Context: an optimization exercise on an open-source flow, tuned for small area, a short achievable clock period and few clock cycles. The choices shown serve that exercise and are no tape-out recipe. RTL that was checked went through simulation tests only; none was proved equivalent to the original. Power and IR drop assume default switching activity.

Setup of v9:
// qrcode_decoder
module qrcode_decoder(
    input clk,
    input srst_n,
    input start,
    input sram_rdata,
    output [11:0] sram_raddr,
    output reg [5:0] loc_y,
    output reg [5:0] loc_x,
    output reg [7:0] decode_text,    
    output reg valid,
    output reg finish
);
localparam S_A = 3'd0, S_P = 3'd1, S_Y = 3'd2, S_X = 3'd3, S_V = 3'd4,
           S_M = 3'd5, S_D = 3'd6, S_E = 3'd7;
reg [2:0] st;             
reg       cont;           
reg [5:0] y, x;           
reg       pv;             
reg       pix;            
reg       started;
assign sram_raddr = {y, x};
wire hit = pix && cont;   
reg [5:0] k;              
reg       lx6;            
reg [5:0] s0;             
reg [5:0] s1;             
reg [5:0] s2;             
reg [5:0] s3;             
reg [1:0] cidx, pcidx;    
reg [1:0] rot;
reg [2:0] mask;
wire signed [2:0] cy_lo = s0[5:3], cy_hi = s0[2:0];
wire signed [2:0] cx_lo = s1[5:3], cx_hi = s1[2:0];
wire signed [2:0] pcy = s2[5:3], pcx = s2[2:0];
wire tight = s3[5], wide = s3[4], tlm = s3[1], grp = s3[0];
wire [4:0] i = s0[4:0];   
wire [4:0] j = s1[4:0];
  ...
export LEC_CHECK = 0
export ABC_AREA = 1
export CAP_MARGIN = 20
export CORE_MARGIN = 2
export CORE_UTILIZATION = 40
export SLEW_MARGIN = 20
create_clock -name core_clock -period 16.0 [get_ports {clk}]
standard.sh (not shown) runs the stock make flow with config.mk's settings and CLKGATE_MAP_FILE= SYNTH_SCRIPT=/design/flow/synth_recipe.tcl, a recipe that flattens the netlist after the stock synthesis.
==> flow/flow/run.sh <==
#!/bin/bash
# The standard layout (standard.sh, unchanged), with three changes made through
# its environment:
#  - the buffers that the flow puts on every input and output port are
#    sky130_fd_sc_hd__buf_2 cells instead of the slower delay cells that
#    buffer_ports picks by default;
#  - repair_timing aims for a setup slack of 11.5 ns, i.e. it sizes the cells
#    of paths slower than about 4.5 ns;
#  - clock tree synthesis uses sky130_fd_sc_hd__clkbuf_8 buffers and no dummy
#    loads.
# The clock, its period and the I/O constraints are the design's, unchanged.
# Each tool's full output is in standard.log in this folder.
export BUFFER_PORTS_ARGS="-buffer_cell sky130_fd_sc_hd__buf_2"
export SETUP_SLACK_MARGIN=11.7
export CTS_ARGS="-sink_clustering_enable -repair_clock_nets -dont_use_dummy_load -buf_list sky130_fd_sc_hd__clkbuf_8"
bash standard.sh > standard.log 2>&1
v9: done, clean on timing, DRC and antenna
Testbench counts of v9, summed over its fixed seeds: cycles 24,336.
### v9 -> v55
diff --git a/flow/flow/run.sh b/flow/flow/run.sh
--- a/flow/flow/run.sh
+++ b/flow/flow/run.sh
@@ -1,4 +1,9 @@
 #!/bin/bash
-# The standard layout (standard.sh, unchanged), with three changes made through
+# The standard layout (standard.sh, unchanged), with four changes made through
 # its environment:
+#  - synthesis leaves the adders to ABC instead of mapping them to the
+#    library's half- and full-adder cells (ADDER_MAP_FILE empty); the rest of
+#    the synthesis is standard.sh's own (synth_recipe.tcl: no fsm or share
+#    passes, flattened, function nets renamed), so the registers are the
+#    standard synthesis's;
 #  - the buffers that the flow puts on every input and output port are
@@ -12,4 +17,5 @@
 # Each tool's full output is in standard.log in this folder.
+export ADDER_MAP_FILE=
 export BUFFER_PORTS_ARGS="-buffer_cell sky130_fd_sc_hd__buf_2"
-export SETUP_SLACK_MARGIN=11.7
+export SETUP_SLACK_MARGIN=11.8
 export CTS_ARGS="-sink_clustering_enable -repair_clock_nets -dont_use_dummy_load -buf_list sky130_fd_sc_hd__clkbuf_8"
--- outcome ---
Relative to v9, gate count after technology mapping has gone up in v55.
Relative to v9, detailed-route wire length per cell decreased by about 3% in v55.
Fraction of the cycle the final worst path needs: v55 vs v9 down 0.51 points
Non-clock buffer count: higher on v9
v9 -> v55: final net count decreased by a few percent
Between v55 and v9, the area overhead of the layout relative to synthesis is lower for v55.
v9 → v55: fmax climbed 4.7 MHz, register share of the cell area up 2.7 points.
The run with more setup slack is v55; v9 has less.
Against v9, sum of routed wire length over all layers in v55 fell by a few percent.
The run showing the greater total power of the final layout is v9.
Modified inputs, v47 compared to v55
Settings: a change of ABC_AREA from 1 to 0.
==> flow/flow/run.sh <==
#!/bin/bash
# The standard layout (standard.sh, unchanged), with three changes made through
# its environment:
#  - the buffers that the flow puts on every input and output port are
#    sky130_fd_sc_hd__buf_2 cells instead of the slower delay cells that
#    buffer_ports picks by default;
#  - repair_timing aims for a setup slack of 11.5 ns, i.e. it sizes the cells
#    of paths slower than about 4.5 ns;
#  - clock tree synthesis uses sky130_fd_sc_hd__clkbuf_8 buffers and no dummy
#    loads.
# The clock, its period and the I/O constraints are the design's, unchanged.
# Each tool's full output is in standard.log in this folder.
export BUFFER_PORTS_ARGS="-buffer_cell sky130_fd_sc_hd__buf_2"
export SETUP_SLACK_MARGIN=11.5
export CTS_ARGS="-sink_clustering_enable -repair_clock_nets -dont_use_dummy_load -buf_list sky130_fd_sc_hd__clkbuf_8"
bash standard.sh > standard.log 2>&1
### Flow results
- v47: flow completed, timing, DRC and antenna clean
- v47 vs v55 — wire length rose about 4%.
- Of v55 and v47, v47 shows the higher overall die width, with v55 below it.
- Clock period minus final worst setup slack in v47 is 0.30 ns above v55.
- Changes observed in v47 relative to v55: highest net fanout along the worst path grew by 9, combinational group share of total power grew by 8.1 points, final design area excluding fillers grew by 1300 um2, cell count shrank by about 10%, layout multi-input combinational cell count shrank by about 9%.
The following lists how v6 was set up differently from v47:
Settings: changing ABC_AREA from 0 to 1.
diff --git a/flow/flow/run.sh b/flow/flow/run.sh
--- a/flow/flow/run.sh
+++ b/flow/flow/run.sh
@@ -13,3 +13,3 @@
 export BUFFER_PORTS_ARGS="-buffer_cell sky130_fd_sc_hd__buf_2"
-export SETUP_SLACK_MARGIN=11.5
+export SETUP_SLACK_MARGIN=11.8
 export CTS_ARGS="-sink_clustering_enable -repair_clock_nets -dont_use_dummy_load -buf_list sky130_fd_sc_hd__clkbuf_8"
Compared with v47, v6 shows a lower met3 wire length. v6 improves on v47 in clock period minus final worst setup slack. Between v47 and v6, the flow reports per-cell routed wire length decreasing by a little under 10%. Compared with v47, in v6 total routed wirelength now sits higher, simple-gate share of the synthesized area now sits higher, layout overhead on the synthesized area now sits higher, adder-cell share of the synthesized area now sits higher, final-layout worst hold slack now sits lower. v6 ends up with a relative contribution of combinational cells to total power that is 4.6 points higher than in v47. The setup slack on the worst flop-to-flop path of v6 exceeds that of v47 by 0.22 ns.

========
v22:
Another version of the RTL of qrcode_decoder (not shown whole).
For scale: roughly 73 flip-flops, roughly 0.0065 mm2 of cells after synthesis.
export LEC_CHECK = 0
export ABC_AREA = 1
export CAP_MARGIN = 20
export CORE_MARGIN = 2
export CORE_UTILIZATION = 40
export SLEW_MARGIN = 20
create_clock -name core_clock -period 16.0 [get_ports {clk}]
==> flow/flow/run.sh <==
#!/bin/bash
cp -r "$FLOW_HOME/scripts" orfs_scripts
printf '%s\n' 'strash' 'balance' 'rewrite' 'refactor' 'balance' 'rewrite' 'rewrite -z' 'balance' 'refactor -z' 'rewrite -z' 'balance' 'balance' 'rewrite' 'refactor' 'balance' 'rewrite' 'rewrite -z' 'balance' 'refactor -z' 'rewrite -z' 'balance' 'dch' 'map -a' 'topo' 'stime -c' 'buffer -c' 'upsize -c' 'dnsize -c'  > orfs_scripts/abc_area.script
export SCRIPTS_DIR="$PWD/orfs_scripts"
export ADDER_MAP_FILE=
export BUFFER_PORTS_ARGS="-buffer_cell sky130_fd_sc_hd__buf_2"
export SETUP_SLACK_MARGIN=11.8
export CTS_ARGS="-sink_clustering_enable -repair_clock_nets -dont_use_dummy_load -buf_list sky130_fd_sc_hd__clkbuf_8"
bash standard.sh > standard.log 2>&1
v22 ran to completion and came out clean on the timing, design-rule and antenna checks.
Testbench counts of v22, summed over its fixed seeds: cycles 24,098.
For v17, these inputs were changed with respect to v22:
==> flow/flow/run.sh <==
#!/bin/bash
# The standard layout (standard.sh, unchanged), with four changes made through
# its environment:
#  - synthesis leaves the adders to ABC instead of mapping them to the
#    library's half- and full-adder cells (ADDER_MAP_FILE empty); the rest of
#    the synthesis is standard.sh's own (synth_recipe.tcl: no fsm or share
#    passes, flattened, function nets renamed), so the registers are the
#    standard synthesis's;
#  - the buffers that the flow puts on every input and output port are
#    sky130_fd_sc_hd__buf_2 cells instead of the slower delay cells that
#    buffer_ports picks by default;
#  - repair_timing aims for a setup slack of 11.5 ns, i.e. it sizes the cells
#    of paths slower than about 4.5 ns;
#  - clock tree synthesis uses sky130_fd_sc_hd__clkbuf_8 buffers and no dummy
#    loads.
# The clock, its period and the I/O constraints are the design's, unchanged.
# Each tool's full output is in standard.log in this folder.
export ADDER_MAP_FILE=
export BUFFER_PORTS_ARGS="-buffer_cell sky130_fd_sc_hd__buf_2"
export SETUP_SLACK_MARGIN=11.9
export CTS_ARGS="-sink_clustering_enable -repair_clock_nets -dont_use_dummy_load -buf_list sky130_fd_sc_hd__clkbuf_8"
bash standard.sh > standard.log 2>&1
Notes after the runs:
The post-synthesis instance area reported for v17 is greater than that of v22 by 12%.
Against v22, fmax in v17 rose slightly.
Average instance area after synthesis, v22 and v17: higher on v22
The inputs of v40 differ from those of v17 as listed below.
==> flow/flow/run.sh <==
#!/bin/bash
cp -r "$FLOW_HOME/scripts" orfs_scripts
printf '%s\n' 'strash' 'dch' 'amap' 'topo' 'stime -c' 'buffer -c' 'upsize -c' 'dnsize -c'  > orfs_scripts/abc_area.script
export SCRIPTS_DIR="$PWD/orfs_scripts"
export ADDER_MAP_FILE=
export BUFFER_PORTS_ARGS="-buffer_cell sky130_fd_sc_hd__buf_2"
export SETUP_SLACK_MARGIN=11.8
export CTS_ARGS="-sink_clustering_enable -repair_clock_nets -dont_use_dummy_load -buf_list sky130_fd_sc_hd__clkbuf_8"
bash standard.sh > standard.log 2>&1
## What came out
Re buffers plus inverters on the worst setup path: no difference whatsoever between v17 and v40. Per the comparison of v40 with v17, share of final layout cell area taken by non-clock buffers went up, power density over the cells went up, synthesized cell count went down, final critical-path setup slack went down, fmax went down. Side by side, fraction of power consumed by combinational cells turned out lower in v40 than in v17. On v40: proportion of cell area occupied by multi-input gates is 2.4 points lower than what v17 gave. v17 → v40: via count decreased by about 10% relative to the old numbers, final critical-path required period increased by 0.053 ns relative to the old numbers, filler cell count in the final layout lost 349.

========
== red ==
qrcode_decoder, a different RTL version from the one above (not shown whole).
Size in the first run: roughly 1,200 cells after synthesis, roughly 84 flip-flops, ~38 I/O pins, about 8200 um2 of cells after synthesis.
==> flow/config.mk <==
export PLATFORM = sky130hd
export DESIGN_NAME = qrcode_decoder
export DESIGN_NICKNAME = qrcode_decoder
export VERILOG_FILES = /design/flow/design.v
export SDC_FILE = /design/flow/constraint.sdc
export NUM_CORES = 8
export LEC_CHECK = 0
export ABC_AREA = 1
export CAP_MARGIN = 20
export CORE_MARGIN = 2
export CORE_UTILIZATION = 40
export SLEW_MARGIN = 20
==> flow/constraint.sdc <==
create_clock -name core_clock -period 16.0 [get_ports {clk}]
set_input_delay 3.2000 -clock core_clock [delete_from_list [all_inputs] [get_ports {clk}]]
set_output_delay 3.2000 -clock core_clock [all_outputs]
set_load 0.01 [all_outputs]
==> flow/flow/run.sh <==
#!/bin/bash
# The standard layout (standard.sh, unchanged), with two changes made through
# its environment:
#  - the buffers that the flow puts on every input and output port are
#    sky130_fd_sc_hd__buf_4 cells instead of the slow delay cells that
#    buffer_ports picks by default;
#  - repair_timing aims for a setup slack of 12 ns, i.e. it sizes the cells of
#    paths slower than about 4 ns. The clock, its period and the I/O
#    constraints are the design's, unchanged.
# Each tool's full output is in standard.log in this folder.
export BUFFER_PORTS_ARGS="-buffer_cell sky130_fd_sc_hd__buf_4"
export SETUP_SLACK_MARGIN=11.0
bash standard.sh > standard.log 2>&1
red completed every stage of the flow, and the final layout passed the timing, design-rule and antenna checks.
Setup changes, red to blue
--- a/flow/flow/run.sh
+++ b/flow/flow/run.sh
@@ -11,3 +11,3 @@
 export BUFFER_PORTS_ARGS="-buffer_cell sky130_fd_sc_hd__buf_4"
-export SETUP_SLACK_MARGIN=11.0
+export SETUP_SLACK_MARGIN=10.5
 bash standard.sh > standard.log 2>&1
Notes after the runs:
- | later-pin clock latency in the skew report | blue vs red | ≈ equal |
- Delta (blue minus red): relative area change from synthesis to final layout went down; worst path arrival time higher.
- blue against red: wire length shows no meaningful change, cell area closely matched the old numbers, final critical-path share of the clock period higher, combinational power share ~0 delta.
- Having completed the whole flow, blue delivered a layout that passed the timing, design-rule and antenna checks.
Function was not checked in any run of this note: the RTL went through the layout flow alone.

========
RTL: one of the versions met above, not the one the previous note started from.
Size: ~1100 cells after synthesis, about 73 flip-flops, roughly 38 I/O pins, ~0.0065 mm2 of cells after synthesis.
// qrcode_decoder
module qrcode_decoder(
    input clk,
    input srst_n,
    input start,
    input sram_rdata,
    output [11:0] sram_raddr,
    output reg [5:0] loc_y,
    output reg [5:0] loc_x,
    output reg [7:0] decode_text,    
    output reg valid,
    output reg finish
);
export LEC_CHECK = 0
export ABC_AREA = 1
export CAP_MARGIN = 20
export CORE_MARGIN = 2
export CORE_UTILIZATION = 40
export SLEW_MARGIN = 20
create_clock -name core_clock -period 16.0 [get_ports {clk}]
==> flow/flow/run.sh <==
#!/bin/bash
cp -r "$FLOW_HOME/scripts" orfs_scripts
printf '%s\n' 'strash' 'balance' 'rewrite' 'refactor' 'balance' 'rewrite' 'rewrite -z' 'balance' 'refactor -z' 'rewrite -z' 'balance' 'dch' 'map -a' 'topo' 'stime -c' 'buffer -c' 'upsize -c' 'dnsize -c'  > orfs_scripts/abc_area.script
export SCRIPTS_DIR="$PWD/orfs_scripts"
export ADDER_MAP_FILE=
export BUFFER_PORTS_ARGS="-buffer_cell sky130_fd_sc_hd__buf_2"
export SETUP_SLACK_MARGIN=11.8
export CTS_ARGS="-sink_clustering_enable -repair_clock_nets -dont_use_dummy_load -buf_list sky130_fd_sc_hd__clkbuf_8"
bash standard.sh > standard.log 2>&1
Testbench counts at the start, summed over its fixed seeds: cycles 24,098.
Rerun with:
==> flow/flow/run.sh (replaced) <==
#!/bin/bash
# The standard layout (standard.sh, unchanged), with four changes made through
# its environment:
#  - synthesis leaves the adders to ABC instead of mapping them to the
#    library's half- and full-adder cells (ADDER_MAP_FILE empty); the rest of
#    the synthesis is standard.sh's own (synth_recipe.tcl: no fsm or share
#    passes, flattened, function nets renamed), so the registers are the
#    standard synthesis's;
#  - the buffers that the flow puts on every input and output port are
#    sky130_fd_sc_hd__buf_2 cells instead of the slower delay cells that
#    buffer_ports picks by default;
#  - repair_timing aims for a setup slack of 11.5 ns, i.e. it sizes the cells
#    of paths slower than about 4.5 ns;
#  - clock tree synthesis uses sky130_fd_sc_hd__clkbuf_8 buffers and no dummy
#    loads.
# The clock, its period and the I/O constraints are the design's, unchanged.
# Each tool's full output is in standard.log in this folder.
export ADDER_MAP_FILE=
export BUFFER_PORTS_ARGS="-buffer_cell sky130_fd_sc_hd__buf_2"
export SETUP_SLACK_MARGIN=11.7
export CTS_ARGS="-sink_clustering_enable -repair_clock_nets -dont_use_dummy_load -buf_list sky130_fd_sc_hd__clkbuf_8"
bash standard.sh > standard.log 2>&1
What happened:
- The new run completed without violations
- final area came out higher by 8.1%
- sequential share of layout area decreases by 1.8 points
- die area goes up by about 10%
- count of clock-buffer cells in the layout does not change
- critical path depth is unchanged
- final cell count goes up by 17%
- clock power is about the same
Rerun with:
==> flow/flow/run.sh (replaced) <==
#!/bin/bash
cp -r "$FLOW_HOME/scripts" orfs_scripts
printf '%s\n' 'strash' 'dch' 'map -a' 'topo' 'stime -c' 'buffer -c' 'dnsize -c'  > orfs_scripts/abc_area.script
export SCRIPTS_DIR="$PWD/orfs_scripts"
export ADDER_MAP_FILE=
export BUFFER_PORTS_ARGS="-buffer_cell sky130_fd_sc_hd__buf_2"
export SETUP_SLACK_MARGIN=11.8
export CTS_ARGS="-sink_clustering_enable -repair_clock_nets -dont_use_dummy_load -buf_list sky130_fd_sc_hd__clkbuf_8"
bash standard.sh > standard.log 2>&1
What happened: The changed run completed with no timing, DRC or antenna violations. Wire length fell by 1.5%. Non-clock buffer count rose by 29. Worst hold slack degrades by 0.026 ns. Area after synthesis came out lower by about 10%. Count of clock-buffer cells in the layout does not change. Cell area shrinks by 4.0%. Die area is lower by about 10%. Sequential power went down by about 3%. Final cell count shrinks by 11%. Critical path depth stays the same. Synthesized cell count goes down by 15%.
Rerun with:
--- a/flow/flow/run.sh
+++ b/flow/flow/run.sh
@@ -1,0 +2,21 @@
+# The standard layout (standard.sh, unchanged), run with a copy of the ORFS
+# scripts in which only abc_area.script (the logic optimisation recipe that
+# synthesis hands to ABC) differs, and with these settings in its environment:
+#  - ABC's recipe: resyn2-style AIG rewriting, dch, then area-oriented
+#    mapping (map -a) and ABC's usual buffering and sizing, instead of
+#    dch and delay-oriented mapping (map -B 0.9);
+#  - synthesis leaves the adders to ABC instead of mapping them to the
+#    library's half- and full-adder cells (ADDER_MAP_FILE empty);
+#    the rest of synthesis is standard.sh's own (synth_recipe.tcl: no fsm or
+#    share passes, flattened, function nets renamed), so the registers are the
+#    standard synthesis's;
+#  - the buffers that the flow puts on every input and output port are
+#    sky130_fd_sc_hd__buf_2 cells instead of the slower delay cells that
+#    buffer_ports picks by default;
+#  - repair_timing aims for a setup slack of 11.8 ns, i.e. it sizes the cells
+#    of paths slower than about 4.2 ns;
+#  - clock tree synthesis uses sky130_fd_sc_hd__clkbuf_8 buffers and no dummy
+#    loads.
+# The clock, its period and the I/O constraints are the design's, unchanged.
+# Each tool's full output is in standard.log in this folder (and ORFS's own
+# per-step logs under orfs/logs).
@@ -3 +24,28 @@
-printf '%s\n' 'strash' 'dch' 'map -a' 'topo' 'stime -c' 'buffer -c' 'dnsize -c'  > orfs_scripts/abc_area.script
+cat > orfs_scripts/abc_area.script <<'ABC'
+strash
+balance
+resub -K 6
+rewrite
+resub -K 6 -N 2
+refactor
+resub -K 8
+balance
+resub -K 8 -N 2
+rewrite
+resub -K 10
+rewrite -z
+resub -K 10 -N 2
+balance
+resub -K 12
+refactor -z
+resub -K 12 -N 2
+rewrite -z
+balance
+dch -f
+map -a
+topo
+stime -c
+buffer -c
+upsize -c
+dnsize -c
+ABC
@@ -7 +55 @@
-export SETUP_SLACK_MARGIN=11.8
+export SETUP_SLACK_MARGIN=11.7
=> Fmax went down by 2.0%. Core utilization went down by 2.3 points. Final cell count went down by 6.1%. Wire length went down by 8.2%. Die area went down by 1.1%. Area after synthesis went down by 1.1%. Sequential power went down by about 5%. Sequential share of layout area went up by 1.0 points. Power went down by 11%. Cell area went down by 5.7%. Via count went down by 8.4%.

[separate check: timing with driven ports]
The results above use ideal ports. As a check the final layouts listed here were re-extracted and re-timed, cells and wires unchanged. Step 1: set_driving_cell puts a clkbuf_16 on clk and a buf_2 on each other input, an assumption about the parent block. Step 2 also shifts input and output timing later by t, the mid clock arrival at the registers, as if the neighbouring blocks saw the same clock. Slacks: no drivers / after step 1 / after step 2; pairs: no drivers / after step 1.
| run | t (ns) | setup slack, ns | worst setup path at the end | worst slew at a driven data input, ns |
|---|---|---|---|---|
| v9 | 0.407 | 11.771 / 11.730 / 11.510 | input to register | 0.04 |
| v55 | 0.409 | 11.853 / 11.812 / 11.816 | input to register | 0.02 |
| v47 | 0.407 | 11.549 / 11.513 / 11.387 | input to register | 0.03 |
| v6 | 0.412 | 11.789 / 11.746 / 11.532 | input to register | 0.04 |
| v22 | 0.418 | 11.817 / 11.776 / 11.607 | input to register | 0.03 |
| v17 | 0.414 | 11.873 / 11.833 / 11.920 | input to register | 0.03 |
| v40 | 0.412 | 11.821 / 11.779 / 11.557 | input to register | 0.03 |
| red | 0.403 | 11.384 / 11.384 / 11.384 | register to register | 0.03 |
| blue | 0.408 | 11.080 / 11.080 / 11.080 | register to register | 0.03 |
| the first run of note 4 | 0.408 | 11.829 / 11.790 / 11.718 | input to register | 0.03 |
| the second run of note 4 | 0.414 | 11.755 / 11.713 / 11.921 | input to register | 0.03 |
| the third run of note 4 | 0.416 | 11.830 / 11.789 / 11.672 | input to register | 0.03 |
| the fourth run of note 4 | 0.408 | 11.743 / 11.704 / 11.735 | input to register | 0.03 |
After both steps setup and hold are still met in every run listed. The setup slack of v40, which loses most, moves by -0.042 ns with the drivers and by -0.264 ns with both steps.
